From an optimization exercise on the open Yosys and OpenROAD flow, aimed at small area; shortcuts taken in it are not production practice.
RTL that was checked went through simulation tests only; none was proved equivalent to the original.

==> module uMUL_bi, before the edit <==
module uMUL_bi (
    input wire iClk,
    input wire iRstN,
    input wire iClr,
    input wire iA,
    input wire [8:0] iT,
    input wire [7:0] iwReal,
    input wire [7:0] iwImg,
    output wire oMultReal,
    output wire oMultImg
);
    reg [8:0] nBot;
    wire [8:0] nTop;
    wire [9:0] cSub;  
    wire [9:0] cBot;  
    assign cSub[0] = 1'b1;
    assign cBot[0] = iA;
    wire [8:0] n = iA ? nBot : nTop;
    wire [7:0] g = n[7:0] ^ n[8:1];
    always@(posedge iClk or negedge iRstN) begin
        if(~iRstN) begin
            nBot <= 9'd0;
        end else begin
            if(iClr) begin
                nBot <= 9'd0;
            end else begin
                nBot <= nBot ^ cBot[8:0];
            end
        end
    end
    wire [8:0] cR;
    wire [8:0] cI;
    assign cR[8] = 1'b0;
    assign cI[8] = 1'b0;
    genvar i;
    generate
        for (i = 0; i < 8; i = i + 1) begin : g_cmp
            assign cR[i] = (iwReal[7-i] & ~g[i]) | (cR[i+1] & (iwReal[7-i] | ~g[i]));
            assign cI[i] = (iwImg[7-i] & ~g[i]) | (cI[i+1] & (iwImg[7-i] | ~g[i]));
            assign cBot[i+1] = cBot[i] & nBot[i];
        end
        for (i = 0; i < 9; i = i + 1) begin : g_sub
            assign nTop[i] = iT[i] ^ ~nBot[i] ^ cSub[i];
            assign cSub[i+1] = (iT[i] & ~nBot[i]) | (cSub[i] & (iT[i] | ~nBot[i]));
        end
    endgenerate
    assign oMultReal = ~(iA ^ cR[0]);
    assign oMultImg = ~(iA ^ cI[0]);
endmodule
make LEC_CHECK=0 CAP_MARGIN=20 CORE_MARGIN=2 CORE_UTILIZATION=40 SLEW_MARGIN=20 finish   # period 4.0 ns
run.sh (not shown) runs the stock make flow with config.mk's settings and CLKGATE_MAP_FILE= SYNTH_SCRIPT=/design/flow/synth_recipe.tcl, a recipe that flattens the netlist after the stock synthesis.
The baseline ran to the end with violations: negative setup slack.
Next try:
--- a/flow/design.v
+++ b/flow/design.v
@@ -53,22 +53,8 @@
 );
     reg [8:0] nBot;
-    wire [8:0] nTop;
-    wire [9:0] cSub;  
-    wire [9:0] cBot;  
-    assign cSub[0] = 1'b1;
-    assign cBot[0] = iA;
+    reg [8:0] nTop;
     wire [8:0] n = iA ? nBot : nTop;
+    wire [8:0] nInc = n + 9'd1;
     wire [7:0] g = n[7:0] ^ n[8:1];
-    always@(posedge iClk or negedge iRstN) begin
-        if(~iRstN) begin
-            nBot <= 9'd0;
-        end else begin
-            if(iClr) begin
-                nBot <= 9'd0;
-            end else begin
-                nBot <= nBot ^ cBot[8:0];
-            end
-        end
-    end
     wire [8:0] cR;
     wire [8:0] cI;
@@ -80,11 +66,23 @@
             assign cR[i] = (iwReal[7-i] & ~g[i]) | (cR[i+1] & (iwReal[7-i] | ~g[i]));
             assign cI[i] = (iwImg[7-i] & ~g[i]) | (cI[i+1] & (iwImg[7-i] | ~g[i]));
-            assign cBot[i+1] = cBot[i] & nBot[i];
-        end
-        for (i = 0; i < 9; i = i + 1) begin : g_sub
-            assign nTop[i] = iT[i] ^ ~nBot[i] ^ cSub[i];
-            assign cSub[i+1] = (iT[i] & ~nBot[i]) | (cSub[i] & (iT[i] | ~nBot[i]));
         end
     endgenerate
+    always@(posedge iClk or negedge iRstN) begin
+        if(~iRstN) begin
+            nBot <= 9'd0;
+            nTop <= 9'd0;
+        end else begin
+            if(iClr) begin
+                nBot <= 9'd0;
+                nTop <= 9'd0;
+            end else begin
+                if(iA) begin
+                    nBot <= nInc;
+                end else begin
+                    nTop <= nInc;
+                end
+            end
+        end
+    end
     assign oMultReal = ~(iA ^ cR[0]);
     assign oMultImg = ~(iA ^ cI[0]);
Now the flow went through all stages and came out clean; design area falls by 4.0%; sequential cell count rises by 63; routed wire length barely changes; cell count is about the same; area after synthesis rises by 9.1%; via count came out higher by 4.6%; clock skew hardly moves; maximum frequency climbs by 68%; utilization drops by 6.3 points; synthesized cell count rose by 12%; global-route usage falls by 2.0 points; critical path depth shrinks by 14; count of clock-buffer cells in the layout climbs by 20.
The RTL of the first run of this note was laid out without a check of its function.

---

The RTL this note starts from:
==> flow/design.v <==
module uSADD (
    input wire iClk,
    input wire iRstN,
    input wire iA,
    input wire iB,
    output reg oC
);
    reg acc0;
    always@(posedge iClk or negedge iRstN) begin
        if(~iRstN) begin
            acc0 <= 1'b0;
            oC <= 1'b0;
        end else begin
            acc0 <= acc0 ^ iA ^ iB;
            oC <= (acc0 & iA) | (acc0 & iB) | (iA & iB);
        end
    end
endmodule
module uSSUB (
    input wire iClk,
    input wire iRstN,
    input wire iBiZero,
    input wire iA,
    input wire iB,
    output reg oAdd,
    output reg oSub
);
    reg acc0;
    wire sub0 = acc0 ^ iBiZero;
    wire iBn = ~iB;
    always@(posedge iClk or negedge iRstN) begin
        if(~iRstN) begin
            acc0 <= 1'b0;
            oAdd <= 1'b0;
            oSub <= 1'b0;
        end else begin
            acc0 <= acc0 ^ iA ^ iB;
            oAdd <= (acc0 & iA) | (acc0 & iB) | (iA & iB);
            oSub <= (sub0 & iA) | (sub0 & iBn) | (iA & iBn);
        end
    end
endmodule
module uMUL_bi (
    input wire iClk,
    input wire iRstN,
    input wire iClr,
    input wire iA,
    input wire [3:0] iT,
    input wire [7:0] iwReal,
    input wire [7:0] iwImg,
    output wire oMultReal,
    output wire oMultImg
);
    reg [8:0] nBot;
    reg [8:4] nTopHi;
    wire [3:0] nTopLo = iT[3:0] - nBot[3:0];
    wire [8:0] nTop = {nTopHi, nTopLo};
    wire [8:0] n = iA ? nBot : nTop;
    wire [8:0] nInc = n + 9'd1;
    wire [7:0] g = n[7:0] ^ n[8:1];
    always@(posedge iClk or negedge iRstN) begin
        if(~iRstN) begin
            nBot <= 9'd0;
            nTopHi <= 5'd0;
        end else begin
            if(iClr) begin
                nBot <= 9'd0;
                nTopHi <= 5'd0;
            end else begin
                if(iA) begin
                    nBot <= nInc;
                end else begin
                    nTopHi <= nInc[8:4];
                end
            end
        end
    end
    wire [8:0] cR;
    wire [8:0] cI;
    assign cR[8] = 1'b0;
    assign cI[8] = 1'b0;
    genvar i;
    generate
        for (i = 0; i < 8; i = i + 1) begin : g_cmp
            assign cR[i] = (iwReal[7-i] & ~g[i]) | (cR[i+1] & (iwReal[7-i] | ~g[i]));
            assign cI[i] = (iwImg[7-i] & ~g[i]) | (cI[i+1] & (iwImg[7-i] | ~g[i]));
        end
    endgenerate
    assign oMultReal = ~(iA ^ cR[0]);
    assign oMultImg = ~(iA ^ cI[0]);
endmodule
module uButterfly (
    input wire iClk,
    input wire iRstN,
    input wire iClr,
    input wire iBiZero,
    input wire [3:0] iT,
    input wire iReal0,
    input wire iImg0,
    input wire iReal1,
    input wire iImg1,
    input wire [7:0] iwReal,
    input wire [7:0] iwImg,
    output wire oReal0,
    output wire oImg0,
    output wire oReal1,
    output wire oImg1
);
    wire eq_Real1_x_wReal;
    wire eq_Real1_x_wImg;
    wire eq_Img1_x_wReal;
    wire eq_Img1_x_wImg;
    wire scalerReal0;
    wire scalerImg0;
    wire real_eq;
    wire img_eq;
    uMUL_bi u_uMUL_bi_Real1 (
        .iClk(iClk),
        .iRstN(iRstN),
        .iClr(iClr),
        .iA(iReal1),
        .iT(iT),
        .iwReal(iwReal),
        .iwImg(iwImg),
        .oMultReal(eq_Real1_x_wReal),
        .oMultImg(eq_Real1_x_wImg)
    );
    uMUL_bi u_uMUL_bi_Img1 (
        .iClk(iClk),
        .iRstN(iRstN),
        .iClr(iClr),
        .iA(iImg1),
        .iT(iT),
        .iwReal(iwReal),
        .iwImg(iwImg),
        .oMultReal(eq_Img1_x_wReal),
        .oMultImg(eq_Img1_x_wImg)
    );
    uSSUB u_uSSUB_realeq (
        .iClk(iClk),
        .iRstN(iRstN),
        .iBiZero(iBiZero),
        .iA(eq_Real1_x_wReal),
        .iB(eq_Img1_x_wImg),
        .oAdd(),
        .oSub(real_eq)
    );
    uSADD u_uSADD_imgeq (
        .iClk(iClk),
        .iRstN(iRstN),
        .iA(eq_Real1_x_wImg),
        .iB(eq_Img1_x_wReal),
        .oC(img_eq)
    );
    uSADD u_uSADD_scalerReal (
        .iClk(iClk),
        .iRstN(iRstN),
        .iA(iReal0),
        .iB(iBiZero),
        .oC(scalerReal0)
    );
    uSADD u_uSADD_scalerImg (
        .iClk(iClk),
        .iRstN(iRstN),
        .iA(iImg0),
        .iB(iBiZero),
        .oC(scalerImg0)
    );
    uSSUB u_uSSUB_oReal (
        .iClk(iClk),
        .iRstN(iRstN),
        .iBiZero(iBiZero),
        .iA(scalerReal0),
        .iB(real_eq),
        .oAdd(oReal0),
        .oSub(oReal1)
    );
    uSSUB u_uSSUB_oImg (
        .iClk(iClk),
        .iRstN(iRstN),
        .iBiZero(iBiZero),
        .iA(scalerImg0),
        .iB(img_eq),
        .oAdd(oImg0),
        .oSub(oImg1)
    );
endmodule
module uSFFT #(
    parameter BITWIDTH = 8,
    parameter BINPUT = 2
) (
    input wire iClk,
    input wire iRstN,
    input wire loadW,
    input wire iClr,
    input wire iAReal0,
    input wire iAImg0,
    input wire iAReal1,
    input wire iAImg1,
    input wire iBReal0,
    input wire iBImg0,
    input wire iBReal1,
    input wire iBImg1,
    input wire [BITWIDTH-1:0] iwReal,
    input wire [BITWIDTH-1:0] iwImg,
    output wire oCReal0,
    output wire oCImg0,
    output wire oCReal1,
    output wire oCImg1,
    output wire oDReal0,
    output wire oDImg0,
    output wire oDReal1,
    output wire oDImg1
);
    reg [7:0] wReal;
    reg [7:0] wImg;
    reg biZero;
    reg [3:0] cycT;  
    always@(posedge iClk or negedge iRstN) begin
        if(~iRstN) begin
            wReal <= 8'd0;
            wImg <= 8'd0;
        end else begin
            if(loadW) begin
                wReal <= iwReal;
                wImg <= iwImg;
            end
        end
    end
    always@(posedge iClk or negedge iRstN) begin
        if(~iRstN) begin
            biZero <= 1'b0;
        end else begin
            biZero <= ~biZero;
        end
    end
    always@(posedge iClk or negedge iRstN) begin
        if(~iRstN) begin
            cycT <= 4'd0;
        end else begin
            if(iClr) begin
                cycT <= 4'd0;
            end else begin
                cycT <= cycT + 4'd1;
            end
        end
    end
    wire mid1_Real0;
    wire mid1_Img0;
    wire mid1_Real1;
    wire mid1_Img1;
    wire mid2_Real0;
    wire mid2_Img0;
    wire mid2_Real1;
    wire mid2_Img1;
    uButterfly u_uButterfly_in1 (
        .iClk(iClk), .iRstN(iRstN), .iClr(iClr), .iBiZero(biZero), .iT(cycT),
        .iReal0(iAReal0), .iImg0(iAImg0), .iReal1(iAReal1), .iImg1(iAImg1),
        .iwReal(wReal), .iwImg(wImg),
        .oReal0(mid1_Real0), .oImg0(mid1_Img0), .oReal1(mid1_Real1), .oImg1(mid1_Img1)
    );
    uButterfly u_uButterfly_in2 (
        .iClk(iClk), .iRstN(iRstN), .iClr(iClr), .iBiZero(biZero), .iT(cycT),
        .iReal0(iBReal0), .iImg0(iBImg0), .iReal1(iBReal1), .iImg1(iBImg1),
        .iwReal(wReal), .iwImg(wImg),
        .oReal0(mid2_Real0), .oImg0(mid2_Img0), .oReal1(mid2_Real1), .oImg1(mid2_Img1)
    );
    uButterfly u_uButterfly_out13 (
        .iClk(iClk), .iRstN(iRstN), .iClr(iClr), .iBiZero(biZero), .iT(cycT),
        .iReal0(mid1_Real0), .iImg0(mid1_Img0), .iReal1(mid2_Real0), .iImg1(mid2_Img0),
        .iwReal(wReal), .iwImg(wImg),
        .oReal0(oCReal0), .oImg0(oCImg0), .oReal1(oCReal1), .oImg1(oCImg1)
    );
    uButterfly u_uButterfly_out24 (
        .iClk(iClk), .iRstN(iRstN), .iClr(iClr), .iBiZero(biZero), .iT(cycT),
        .iReal0(mid1_Real1), .iImg0(mid1_Img1), .iReal1(mid2_Real1), .iImg1(mid2_Img1),
        .iwReal(wReal), .iwImg(wImg),
        .oReal0(oDReal0), .oImg0(oDImg0), .oReal1(oDReal1), .oImg1(oDImg1)
    );
endmodule
==> flow/config.mk <==
export PLATFORM = sky130hd
export DESIGN_NAME = uSFFT
export DESIGN_NICKNAME = uSFFT
export VERILOG_FILES = /design/flow/design.v
export SDC_FILE = /design/flow/constraint.sdc
export NUM_CORES = 4
export LEC_CHECK = 0
export CAP_MARGIN = 20
export CORE_MARGIN = 2
export CORE_UTILIZATION = 40
export CTS_BUF_LIST = sky130_fd_sc_hd__clkbuf_8
export CTS_CLUSTER_DIAMETER = 60
export CTS_CLUSTER_SIZE = 20
export SLEW_MARGIN = 20
==> flow/constraint.sdc <==
create_clock -name core_clock -period 4.0 [get_ports {iClk}]
set_input_delay 0.8000 -clock core_clock [delete_from_list [all_inputs] [get_ports {iClk}]]
set_output_delay 0.8000 -clock core_clock [all_outputs]
set_load 0.01 [all_outputs]
standard.sh (not shown) runs the stock make flow with config.mk's settings and CLKGATE_MAP_FILE= SYNTH_SCRIPT=/design/flow/synth_recipe.tcl, a recipe that flattens the netlist after the stock synthesis.
==> flow/flow/run.sh <==
#!/bin/bash
# Own layout flow: the standard flow (standard.sh) with two changes.
#  - Synthesis maps the logic with an area-oriented ABC script (area.abc)
#    instead of ORFS's delay-oriented one, and without ORFS's pre-mapping
#    of full/half adders, so ABC sees all of the logic.
#  - The ports are buffered with the smallest buffer, buf_1.
#  - CTS builds the clock tree from clkbuf_8 without dummy loads.
# Everything else (the synthesis passes, register names, floorplan, power
# grid, placement, CTS, routing) is the standard flow.
set -euo pipefail
W=$(pwd)
F=$W/flow

# The standard flow's synthesis script, with its abc call given our script
{
  head -n 1 synth_recipe.tcl
  cat <<TCL
proc abc {args} {
  set i [lsearch \$args -script]
  if {\$i >= 0} {
    set args [lreplace \$args \$i [expr {\$i + 1}] -script $F/area.abc]
  }
  yosys abc {*}\$args
}
TCL
  tail -n +2 synth_recipe.tcl
} > own_synth.tcl

CTS="-sink_clustering_enable -repair_clock_nets -dont_use_dummy_load"
CTS="$CTS -sink_clustering_size 20 -sink_clustering_max_diameter 60"
CTS="$CTS -buf_list sky130_fd_sc_hd__clkbuf_8"

sed -e "s#SYNTH_SCRIPT=[^ ]*#SYNTH_SCRIPT=$W/own_synth.tcl ADDER_MAP_FILE= 'BUFFER_PORTS_ARGS=-buffer_cell sky130_fd_sc_hd__buf_1' 'CTS_ARGS=$CTS'#" \
  standard.sh > own_standard.sh

bash own_standard.sh > own_flow.log 2>&1
==> flow/flow/area.abc <==
strash
dch -f
amap
topo
Rerun with:
--- a/flow/design.v
+++ b/flow/design.v
@@ -46,5 +46,5 @@
     input wire iClr,
     input wire iA,
-    input wire [3:0] iT,
+    input wire [2:0] iT,
     input wire [7:0] iwReal,
     input wire [7:0] iwImg,
@@ -53,6 +53,6 @@
 );
     reg [8:0] nBot;
-    reg [8:4] nTopHi;
-    wire [3:0] nTopLo = iT[3:0] - nBot[3:0];
+    reg [8:3] nTopHi;
+    wire [2:0] nTopLo = iT[2:0] - nBot[2:0];
     wire [8:0] nTop = {nTopHi, nTopLo};
     wire [8:0] n = iA ? nBot : nTop;
@@ -62,14 +62,14 @@
         if(~iRstN) begin
             nBot <= 9'd0;
-            nTopHi <= 5'd0;
+            nTopHi <= 6'd0;
         end else begin
             if(iClr) begin
                 nBot <= 9'd0;
-                nTopHi <= 5'd0;
+                nTopHi <= 6'd0;
             end else begin
                 if(iA) begin
                     nBot <= nInc;
                 end else begin
-                    nTopHi <= nInc[8:4];
+                    nTopHi <= nInc[8:3];
                 end
             end
@@ -95,5 +95,5 @@
     input wire iClr,
     input wire iBiZero,
-    input wire [3:0] iT,
+    input wire [2:0] iT,
     input wire iReal0,
     input wire iImg0,
@@ -216,5 +216,5 @@
     reg [7:0] wImg;
     reg biZero;
-    reg [3:0] cycT;  
+    reg [2:0] cycT;  
     always@(posedge iClk or negedge iRstN) begin
         if(~iRstN) begin
@@ -237,10 +237,10 @@
     always@(posedge iClk or negedge iRstN) begin
         if(~iRstN) begin
-            cycT <= 4'd0;
+            cycT <= 3'd0;
         end else begin
             if(iClr) begin
-                cycT <= 4'd0;
+                cycT <= 3'd0;
             end else begin
-                cycT <= cycT + 4'd1;
+                cycT <= cycT + 3'd1;
             end
         end
Result: Clock-buffer cell count stays the same. Critical path depth went down by 2. Wire length shrinks by roughly a tenth. Core utilization went down by 0.56 points. First-iteration DRC count goes down by roughly a tenth. Design area shrinks slightly. Final cell count drops by a few percent.
Only the layout flow was run in the first run of this note; the RTL was not checked for function there.

-- static timing again, ports no longer ideal --
How much do the figures lean on ideal ports? The routed layouts below were timed once more, with nothing changed but the port constraints.
Step 1 (the two cells are an assumption about what drives the block):
set clk [get_ports {iClk}]
set_driving_cell -lib_cell sky130_fd_sc_hd__clkbuf_16 $clk
set_driving_cell -lib_cell sky130_fd_sc_hd__buf_2 [delete_from_list [all_inputs] $clk]
Step 2 adds t to the input delays and takes it off the output delays; t is the mean of the earliest and latest rising clock arrival at the registers after step 1. Input paths then give back, and output paths get back, about the clock's delay inside the block.
Slacks: ideal / step 1 / step 2; pairs: ideal / step 1.
run	t (ns)	setup slack, ns	latest minus earliest clock arrival (ns)
the first run of note 1	0.488	-1.939 / -1.939 / -1.939	0.011 / 0.012
the second run of note 1	0.579	0.473 / 0.473 / -0.029	0.012 / 0.011
the first run of note 2	0.515	0.289 / 0.289 / -0.056	0.048 / 0.048
the second run of note 2	0.506	0.379 / 0.379 / 0.042	0.042 / 0.042
Met with ideal ports but missed after step 2: setup timing in the second run of note 1 and the first run of note 2. The setup slack of the second run of note 1, which loses most, moves by 0.000 ns with the drivers and by -0.502 ns with both steps.
